Background: an optimization exercise with open tools, aiming at small area, a short achievable clock period and few clock cycles per item. Do not read the settings as production practice. Where RTL was checked, it was by simulation tests only, not by an equivalence proof against the original. No activity file was given, so power comes from the tool's default toggle rates.

==> job 9825: inputs <==
## boron_dec
module boron_dec (
    input  clk, rst, start, input [63:0] plain_text, input [79:0] master_key,
    output reg done, output [63:0] cipher_text
);
    function [3:0] sbox(input [3:0] a);
        begin
            sbox[0] = 16'h693c >> a;
            sbox[1] = 16'hca95 >> a;
            sbox[2] = 16'ha953 >> a;
            sbox[3] = 16'h19e5 >> a;
        end
    endfunction
    function [3:0] isbox(input [3:0] a);
        begin
            isbox[0] = 16'h8676 >> a;
            isbox[1] = 16'h9c4b >> a;
            isbox[2] = 16'h17e8 >> a;
            isbox[3] = 16'ha16d >> a;
        end
    endfunction
    function [79:0] kfwd(input [79:0] k, input [4:0] rc);
        reg [79:0] t;
        begin
            t = {k[66:0], k[79:67]};
            t[3:0] = sbox(t[3:0]);
            t[63:59] = t[63:59] ^ rc;
            kfwd = t;
        end
    endfunction
    function [79:0] kinv(input [79:0] k, input [4:0] rc);
        reg [79:0] t;
        begin
            t = k;
            t[63:59] = t[63:59] ^ rc;
            t[3:0] = isbox(t[3:0]);
            kinv = {t[12:0], t[79:13]};
        end
    endfunction
    function [79:0] kfwd12(input [79:0] k, input [4:0] b);
        reg [79:0] t;
        integer i;
        begin
            t = k;
            for (i = 0; i < 12; i = i + 1)
                t = kfwd(t, b + i[4:0]);
            kfwd12 = t;
        end
    endfunction
    function [63:0] iround(input [63:0] x, input [63:0] k);
        reg [15:0] w0, w1, w2, w3;
        reg [63:0] y, z;
        integer j;
        begin
            w3 = (x[63:48] ^ x[47:32]) ^ (k[63:48] ^ k[47:32]);
            w2 = (x[47:32] ^ x[31:16] ^ x[15:0]) ^ (k[47:32] ^ k[31:16] ^ k[15:0]);
            w1 = (x[63:48] ^ x[47:32] ^ x[31:16]) ^ (k[63:48] ^ k[47:32] ^ k[31:16]);
            w0 = (x[31:16] ^ x[15:0]) ^ (k[31:16] ^ k[15:0]);
            y = {{w3[8:0], w3[15:9]}, {w2[6:0], w2[15:7]}, {w1[3:0], w1[15:4]}, {w0[0], w0[15:1]}};
            for (j = 0; j < 4; j = j + 1)
  ...
==> module boron_dec, before the edit <==
module boron_dec (
    input  clk, rst, start, input [63:0] plain_text, input [79:0] master_key,
    output reg done, output [63:0] cipher_text
);
    function [3:0] sbox(input [3:0] a);
        begin
            sbox[0] = 16'h693c >> a;
            sbox[1] = 16'hca95 >> a;
            sbox[2] = 16'ha953 >> a;
            sbox[3] = 16'h19e5 >> a;
        end
    endfunction
    function [3:0] isbox(input [3:0] a);
        begin
            isbox[0] = 16'h8676 >> a;
            isbox[1] = 16'h9c4b >> a;
            isbox[2] = 16'h17e8 >> a;
            isbox[3] = 16'ha16d >> a;
        end
    endfunction
    function [79:0] kfwd(input [79:0] k, input [4:0] rc);
        reg [79:0] t;
        begin
            t = {k[66:0], k[79:67]};
            t[3:0] = sbox(t[3:0]);
            t[63:59] = t[63:59] ^ rc;
            kfwd = t;
        end
    endfunction
    function [79:0] kinv(input [79:0] k, input [4:0] rc);
        reg [79:0] t;
        begin
            t = k;
            t[63:59] = t[63:59] ^ rc;
            t[3:0] = isbox(t[3:0]);
            kinv = {t[12:0], t[79:13]};
        end
    endfunction
    function [79:0] kfwd12(input [79:0] k, input [4:0] b);
        reg [79:0] t;
        integer i;
        begin
            t = k;
            for (i = 0; i < 12; i = i + 1)
                t = kfwd(t, b + i[4:0]);
            kfwd12 = t;
        end
    endfunction
    function [63:0] iround(input [63:0] x, input [63:0] k);
        reg [15:0] w0, w1, w2, w3;
        reg [63:0] y, z;
        integer j;
        begin
            w3 = (x[63:48] ^ x[47:32]) ^ (k[63:48] ^ k[47:32]);
            w2 = (x[47:32] ^ x[31:16] ^ x[15:0]) ^ (k[47:32] ^ k[31:16] ^ k[15:0]);
            w1 = (x[63:48] ^ x[47:32] ^ x[31:16]) ^ (k[63:48] ^ k[47:32] ^ k[31:16]);
            w0 = (x[31:16] ^ x[15:0]) ^ (k[31:16] ^ k[15:0]);
            y = {{w3[8:0], w3[15:9]}, {w2[6:0], w2[15:7]}, {w1[3:0], w1[15:4]}, {w0[0], w0[15:1]}};
            for (j = 0; j < 4; j = j + 1)
                z[16*j +: 16] = {y[16*j+4 +: 4], y[16*j +: 4], y[16*j+12 +: 4], y[16*j+8 +: 4]};
            for (j = 0; j < 16; j = j + 1)
                iround[4*j +: 4] = isbox(z[4*j +: 4]);
        end
    endfunction
    reg id, kg1, kg2, rd;
    reg [4:0] cnt;
    reg [63:0] x;
    reg [79:0] k;
    wire [79:0] kl = kfwd(master_key, 5'd0);
    wire [79:0] kf = kfwd12(k, kg2 ? 5'd13 : 5'd1);
    wire [79:0] kb = kinv(k, cnt);
    wire [63:0] xr = iround(x, k[63:0]);
    assign cipher_text = x ^ k[63:0];
    always @(posedge clk) begin
        x <= ({64{id}} & plain_text) | ({64{rd}} & xr) | ({64{kg1 | kg2}} & x);
        k <= ({80{id}} & kl) | ({80{kg1 | kg2}} & kf) | ({80{rd}} & kb);
        cnt <= rd ? cnt - 5'd1 : 5'd24;
    end
    always @(posedge clk) begin
        if (!rst) begin
            id <= 1'b1;
            kg1 <= 1'b0;
            kg2 <= 1'b0;
            rd <= 1'b0;
            done <= 1'b0;
        end else begin
            done <= rd && cnt == 5'd0;
            id <= id ? !start : (rd && cnt == 5'd0);
            kg1 <= id && start;
            kg2 <= kg1;
            rd <= kg2 || (rd && cnt != 5'd0);
        end
    end
endmodule
export LEC_CHECK = 0
export CAP_MARGIN = 20
export CORE_MARGIN = 2
export CORE_UTILIZATION = 40
export CTS_BUF_LIST = sky130_fd_sc_hd__clkbuf_4 sky130_fd_sc_hd__clkbuf_8
export SETUP_SLACK_MARGIN = 2.8
export SLEW_MARGIN = 20
create_clock -name core_clock -period 5.0 [get_ports {clk}]
standard.sh (not shown) runs the stock make flow with config.mk's settings and CLKGATE_MAP_FILE= SYNTH_SCRIPT=/design/flow/synth_recipe.tcl, a recipe that flattens the netlist after the stock synthesis.
==> flow/flow/run.sh <==
#!/bin/bash
set -euo pipefail
export BUFFER_PORTS_ARGS="-buffer_cell sky130_fd_sc_hd__buf_1"
bash standard.sh > standard.log 2>&1
==> job 9100: changes against job 9825 <==
==> flow/flow/run.sh (replaced) <==
#!/bin/bash
set -euo pipefail
export BUFFER_PORTS_ARGS="-buffer_cell sky130_fd_sc_hd__buf_1"
export CTS_ARGS="-sink_clustering_enable -repair_clock_nets -buf_list {sky130_fd_sc_hd__clkbuf_4 sky130_fd_sc_hd__clkbuf_8} -dont_use_dummy_load"
bash standard.sh > standard.log 2>&1
- CTS_BUF_LIST: sky130_fd_sc_hd__clkbuf_4 sky130_fd_sc_hd__clkbuf_8 -> default
- PLACE_DENSITY: default -> 0.75
- SETUP_SLACK_MARGIN: 2.8 -> 2.5
==> job 1689: changes against job 9825 <==
--- a/flow/design.v
+++ b/flow/design.v
@@ -162,13 +162,13 @@
     endfunction
-    function [79:0] kfwd12(input [79:0] k, input [4:0] b);
+    function [79:0] kfwd5(input [79:0] k, input [4:0] b);
         reg [79:0] t;
-        integer i;
-        begin
-            t = k;
-            for (i = 0; i < 12; i = i + 1)
-                t = kfwd(t, b + i[4:0]);
-            kfwd12 = t;
-        end
-    endfunction
-    function [63:0] iround(input [63:0] x, input [63:0] k);
+        begin
+            t = kfwd(k, b);
+            t = kfwd(t, b + 5'd1);
+            t = kfwd(t, b + 5'd2);
+            t = kfwd(t, b + 5'd3);
+            kfwd5 = kfwd(t, b + 5'd4);
+        end
+    endfunction
+    function [63:0] iround(input [63:0] o);
         reg [15:0] w0, w1, w2, w3;
@@ -177,6 +177,6 @@
         begin
-            w3 = (x[63:48] ^ x[47:32]) ^ (k[63:48] ^ k[47:32]);
-            w2 = (x[47:32] ^ x[31:16] ^ x[15:0]) ^ (k[47:32] ^ k[31:16] ^ k[15:0]);
-            w1 = (x[63:48] ^ x[47:32] ^ x[31:16]) ^ (k[63:48] ^ k[47:32] ^ k[31:16]);
-            w0 = (x[31:16] ^ x[15:0]) ^ (k[31:16] ^ k[15:0]);
+            w3 = o[63:48] ^ o[47:32];
+            w2 = o[47:32] ^ o[31:16] ^ o[15:0];
+            w1 = o[63:48] ^ o[47:32] ^ o[31:16];
+            w0 = o[31:16] ^ o[15:0];
             y = {{w3[8:0], w3[15:9]}, {w2[6:0], w2[15:7]}, {w1[3:0], w1[15:4]}, {w0[0], w0[15:1]}};
@@ -188,3 +188,3 @@
     endfunction
-    reg id, kg1, kg2, rd;
+    reg id, kg, rd;
     reg [4:0] cnt;
@@ -192,11 +192,16 @@
     reg [79:0] k;
-    wire [79:0] kl = kfwd(master_key, 5'd0);
-    wire [79:0] kf = kfwd12(k, kg2 ? 5'd13 : 5'd1);
+    wire [79:0] kl = kfwd5(master_key, 5'd0);
+    wire [79:0] kf = kfwd5(k, cnt);
     wire [79:0] kb = kinv(k, cnt);
-    wire [63:0] xr = iround(x, k[63:0]);
+    wire [63:0] xr = iround(x ^ k[63:0]);
     assign cipher_text = x ^ k[63:0];
     always @(posedge clk) begin
-        x <= ({64{id}} & plain_text) | ({64{rd}} & xr) | ({64{kg1 | kg2}} & x);
-        k <= ({80{id}} & kl) | ({80{kg1 | kg2}} & kf) | ({80{rd}} & kb);
-        cnt <= rd ? cnt - 5'd1 : 5'd24;
+        x <= ({64{id}} & plain_text) | ({64{rd}} & xr) | ({64{kg}} & x);
+        k <= ({80{id}} & kl) | ({80{kg}} & kf) | ({80{rd}} & kb);
+        if (id)
+            cnt <= 5'd5;
+        else if (kg)
+            cnt <= (cnt == 5'd20) ? 5'd24 : cnt + 5'd5;
+        else
+            cnt <= cnt - 5'd1;
     end
@@ -205,4 +210,3 @@
             id <= 1'b1;
-            kg1 <= 1'b0;
-            kg2 <= 1'b0;
+            kg <= 1'b0;
             rd <= 1'b0;
@@ -211,6 +215,16 @@
             done <= rd && cnt == 5'd0;
-            id <= id ? !start : (rd && cnt == 5'd0);
-            kg1 <= id && start;
-            kg2 <= kg1;
-            rd <= kg2 || (rd && cnt != 5'd0);
+            if (id) begin
+                id <= !start;
+                kg <= start;
+            end else if (kg) begin
+                if (cnt == 5'd20) begin
+                    kg <= 1'b0;
+                    rd <= 1'b1;
+                end
+            end else if (rd) begin
+                if (cnt == 5'd0) begin
+                    rd <= 1'b0;
+                    id <= 1'b1;
+                end
+            end
         end
==> flow/run.sh (new file) <==
#!/bin/bash
# synth_recipe.tcl (not shown) runs the flow's synth.tcl, then flattens the netlist and writes it again
# the make line also repeats each setting of config.mk as NAME=value (left out here)
make -C /OpenROAD-flow-scripts/flow DESIGN_CONFIG=/design/flow/config.mk WORK_HOME=/design/flow/orfs CLKGATE_MAP_FILE= SYNTH_SCRIPT=/design/flow/synth_recipe.tcl finish
- CTS_BUF_LIST: sky130_fd_sc_hd__clkbuf_4 sky130_fd_sc_hd__clkbuf_8 -> default
- SETUP_SLACK_MARGIN: 2.8 -> default
removed: flow/flow/run.sh
removed: flow/standard.sh
==> summary.txt <==
Status
  • Outcome: timing/DRC/antenna clean

Worst setup path
  • Levels on crit path: 3

Synthesis
  • XOR/XNOR share of the synthesized area: 20.17%

Finish
  • FF+latch count: 154

Route
  • Wl on met1: 18650 um

Power and ir drop
  • Leakage: 6.970 nW

Place
  • Post-detailed-placement half-perimeter wirelength: 32030 um

Floorplanning
  • Die area: 31370 um2

GRT
  • Vias in the first global route: 11333
# the run above: job 9825

==> summary.txt <==
GRT
  • Vias in the first global route: 9921

Route
  • Wl on met1: 17810 um
  • Met2 wire len: 17770 um

Power and ir drop
  • Leakage: 6.271 nW

Status
  • Outcome: timing/DRC/antenna clean

Place
  • Post-detailed-placement half-perimeter wirelength: 30270 um

Finish
  • FF+latch count: 153

Worst setup path
  • Reg2reg end: x[35]
  • Levels on crit path: 2

Synthesis
  • Post-synth EDFFs: 0
# the run above: job 1689

==> summary.txt <==
Route
  • Wl on met1: 16370 um
  • DRT Wirelength: 41100 um

Worst setup path
  • Levels on crit path: 3

Synthesis
  • Post-Synth Simple-Gate Area: 9.092%
  • Yosys top cell by area: dfxtp_1

GRT
  • Vias in the first global route: 10418

Place
  • Post-detailed-placement half-perimeter wirelength: 31800 um
  • Post-DP Area: 12990 um2

Power and ir drop
  • Leakage: 5.675 nW
  • Pwr Density: 823.6 nW/um2

Finish
  • FF+latch count: 154

Status
  • Outcome: timing/DRC/antenna clean

Floorplanning
  • Die area: 31370 um2
# the run above: job 9100

Testbench counts of job 9825, summed over its fixed seeds: cycles 10,760, items 384.
Testbench counts of job 9100, summed over its fixed seeds: cycles 10,760, items 384.
The RTL of job 1689 was laid out without a check of its function.

re-timing with driven ports:
No port has a modelled driver above. Below, the same layouts with a new extraction and two added sets of constraints. Step 1 assumes that a clkbuf_16 drives the clock port and a buf_2 every other input. Step 2, shift: input delay + t, output delay - t, t = (earliest + latest rising clock arrival at the registers) / 2. This alone moves slack from input paths to output paths. Slacks: ideal / step 1 / step 2; pairs: ideal / step 1.
| run | t, ns | setup WS [ns] | pins driven straight from the clock port |
|---|---|---|---|
| job 9825 | 0.540 | 2.654 / 2.604 / 2.764 | 1 |
| job 9100 | 0.497 | 2.516 / 2.472 / 2.575 | 1 |
| job 1689 | 0.475 | 1.860 / 1.810 / 2.035 | 1 |
After both steps setup and hold are still met in every run listed.
